Background: an optimization exercise with open tools, aiming at small area. Do not read the settings as production practice.
Only simulation tests tie the RTL to the original design; equivalence was not proved.
No activity file was given, so power comes from the tool's default toggle rates.

==> flow/design.v (excerpt) <==
module screen(input wire clk, input wire rst, output [3:0] vgaRed, output [3:0] vgaGreen,
    output [3:0] vgaBlue, output hsync, output vsync,
    input [2:0] color, input [3:0] blockcommand, input isenter, input choosing,
    input [4:0] keyboardcommand, input ischanged, input auto, output [15:0] led, output isdone);
Settings: LEC_CHECK=0, CAP_MARGIN=0, CORE_MARGIN=2, CORE_UTILIZATION=45, CTS_BUF_LIST=sky130_fd_sc_hd__clkbuf_4, PLACE_DENSITY=0.6, SLEW_MARGIN=0; clock period 16.0 ns.
standard.sh (not shown) runs the stock make flow with config.mk's settings and CLKGATE_MAP_FILE= SYNTH_SCRIPT=/design/flow/synth_recipe.tcl, a recipe that flattens the netlist after the stock synthesis.
==> flow/flow/run.sh <==
#!/bin/bash
# Own layout flow: the standard synthesis, then an area re-mapping of the
# combinational logic (flip-flops untouched), then the standard flow from
# floorplan to finish with a lighter clock tree and port buffers.
set -euo pipefail
W=$(pwd)
F=$W/flow
YOSYS=${FLOW_HOME}/../tools/install/yosys/bin/yosys
[[ -x $YOSYS ]] || YOSYS=yosys
PLAT=${FLOW_PLATFORM:-sky130hd}
LIB=${FLOW_HOME}/platforms/$PLAT/lib/sky130_fd_sc_hd__tt_025C_1v80.lib
R=$W/orfs/results/$PLAT/screen/base

# 1. standard synthesis
bash standard.sh synth > $W/log_1_synth.txt 2>&1

# 2. area re-mapping of the logic between the flip-flops
cp $R/1_2_yosys.v $W/std_1_2_yosys.v
DU=$(sed -n '/DONT_USE_CELLS/,/^$/p' ${FLOW_HOME}/platforms/$PLAT/config.mk | grep -o 'sky130_fd_sc_hd__[A-Za-z0-9_]*' | sed 's/^/-dont_use /' | tr '\n' ' ')
sed -e "s|@LIB@|$LIB|g" -e "s|@IN@|$W/std_1_2_yosys.v|" -e "s|@TOP@|${FLOW_TOP:-screen}|" \
    -e "s|@ABC@|$F/area.abc|" -e "s|@OUT@|$W/reopt_1_2_yosys.v|g" -e "s|@DONTUSE@|$DU|" $F/reopt.ys > $W/reopt.ys
$YOSYS -s $W/reopt.ys > $W/log_2_reopt.txt 2>&1
cp $W/reopt_1_2_yosys.v $R/1_2_yosys.v
touch $R/1_2_yosys.v

# 3. the standard flow from the re-mapped netlist
bash standard.sh \
  "CTS_ARGS=-sink_clustering_enable -repair_clock_nets -buf_list sky130_fd_sc_hd__clkbuf_4 -dont_use_dummy_load -sink_clustering_size 6 -sink_clustering_max_diameter 60" \
  "BUFFER_PORTS_ARGS=-buffer_cell sky130_fd_sc_hd__buf_1" \
  finish > $W/log_3_finish.txt 2>&1
==> flow/flow/area.abc <==
&get -n
&deepsyn -T 120
&put
&get -n
&st
&dch
&nf -R 1000 -a -p
&put
mfs2
&get -n
&deepsyn -T 120
&put
&get -n
&st
&dch
&nf -R 1000 -a -p
&put
mfs2
&get -n
&deepsyn -T 120
&put
&get -n
&st
&dch
&nf -R 1000 -a -p
&put
mfs2
&get -n
&deepsyn -T 120
&put
&get -n
&st
&dch
&nf -R 1000 -a -p
&put
mfs2
&get -n
&st
&dch
&nf -R 1000 -a -p
&put
mfs2
&get -n
&st
&dch
&nf -R 1000 -a -p
&put
mfs2
&get -n
&st
&dch
&nf -R 1000 -a -p
&put
topo
==> flow/flow/reopt.ys <==
# Re-map the standard synthesis's logic for area. The flip-flop cells are kept as
# they are (blackboxes: same instances, names and cell types); only the
# combinational cells between them are rebuilt by ABC.
read_liberty -ignore_miss_func @LIB@
blackbox sky130_fd_sc_hd__df* sky130_fd_sc_hd__edf* sky130_fd_sc_hd__sdf* sky130_fd_sc_hd__sedf* sky130_fd_sc_hd__dl*
read_verilog @IN@
hierarchy -top @TOP@
flatten
opt -purge
abc -liberty @LIB@ @DONTUSE@ -script @ABC@
read_liberty -lib -overwrite -ignore_miss_func @LIB@
opt_clean -purge
setundef -zero
hilomap -singleton -hicell sky130_fd_sc_hd__conb_1 HI -locell sky130_fd_sc_hd__conb_1 LO
splitnets
opt_clean -purge
insbuf -buf sky130_fd_sc_hd__buf_1 A X
check -assert -mapped
tee -o @OUT@.stat stat -liberty @LIB@
write_verilog -noattr -nohex -nodec @OUT@
The first run produced a clean layout.
Then changed:
==> flow/flow/area.abc (replaced) <==
&get -n
&deepsyn -T 120
&put
strash
dch
map -a
mfs2
strash
&get -n
&deepsyn -T 120
&put
strash
dch
map -a
mfs2
strash
&get -n
&deepsyn -T 120
&put
strash
dch
map -a
mfs2
strash
&get -n
&deepsyn -T 120
&put
strash
dch
map -a
mfs2
strash
dch
map -a
topo
--- a/flow/flow/reopt.ys
+++ b/flow/flow/reopt.ys
@@ -15,5 +15,5 @@
 splitnets
 opt_clean -purge
-insbuf -buf sky130_fd_sc_hd__buf_1 A X
+insbuf -buf sky130_fd_sc_hd__buf_4 A X
 check -assert -mapped
 tee -o @OUT@.stat stat -liberty @LIB@
Worst setup slack gains 1.6 ns.
Non-clock buffer count decreases by 36.
Critical path depth is higher by 4.
Clock-buffer cell count goes down by 1.
Sequential power rose by well over a third.
Then changed:
==> flow/flow/area.abc (replaced) <==
&get -n
&deepsyn -T 120
&put
&get -n
&st
&dch
&nf -R 1000 -a -p
&put
mfs2
&get -n
&deepsyn -T 120
&put
&get -n
&st
&dch
&nf -R 1000 -a -p
&put
mfs2
&get -n
&deepsyn -T 120
&put
&get -n
&st
&dch
&nf -R 1000 -a -p
&put
mfs2
&get -n
&deepsyn -T 120
&put
&get -n
&st
&dch
&nf -R 1000 -a -p
&put
mfs2
&get -n
&st
&dch
&nf -R 1000 -a -p
&put
mfs2
&get -n
&st
&dch
&nf -R 1000 -a -p
&put
mfs2
&get -n
&st
&dch
&nf -R 1000 -a -p
&put
topo
--- a/flow/flow/reopt.ys
+++ b/flow/flow/reopt.ys
@@ -15,5 +15,5 @@
 splitnets
 opt_clean -purge
-insbuf -buf sky130_fd_sc_hd__buf_4 A X
+insbuf -buf sky130_fd_sc_hd__buf_1 A X
 check -assert -mapped
 tee -o @OUT@.stat stat -liberty @LIB@
CORE_UTILIZATION = 60   (was 45)
GPL_TIMING_DRIVEN = 0   (was unset)
PLACE_DENSITY = 0.75   (was 0.6)
=> The changed run ran to the end with violations: max-capacitance violations, max-slew violations. Register-to-register slack improved by 0.10 ns. Area after synthesis shrinks by 4.0%. Cell area went down by 2.7%. Hold slack is better by 0.053 ns. Global-route usage is higher by 3.4 points. Cell count goes down by 17%. Non-clock buffer count rises by 18. Setup slack got worse by 1.5 ns. Sequential power came out lower by 39%.
Then changed:
CORE_UTILIZATION = 45   (was 60)
PLACE_DENSITY = 0.6   (was 0.75)
Effect: This time the run finished with timing, DRC and antenna clean. Worst hold slack is better by 0.012 ns. Via count fell slightly. Global-route usage fell by 9.7 points. Total power went up to 2.5 times its value. Setup slack gets better by 0.63 ns. Clock-buffer cell count grows by 1. Cell count increases by a few percent. First-iteration DRC count decreases by a quarter to a third. Design area went up slightly.

==> static timing again, ports no longer ideal <==
Ports are ideal in the flow. The routed layouts listed here were re-timed in OpenROAD. Step 1, drivers: a clkbuf_16 drives clk and a buf_2 each remaining input, both assumed. Step 2 times the ports against the registers' clock, not the clock port: input delays grow and output delays shrink by t, the midpoint of the rising clock arrivals with the driver on. Three values: ideal ports, drivers, drivers and shift; two values: the first two.
run | t, ns | slack for setup (ns) | cell pins on the clock port's net
the first run | 0.831 | 3.817 / 3.763 / 4.594 | 1
the second run | 0.855 | 5.420 / 5.368 / 5.620 | 1
the third run | 0.739 | 3.939 / 3.892 / 4.631 | 1
the fourth run | 0.790 | 4.564 / 4.517 / 4.612 | 1
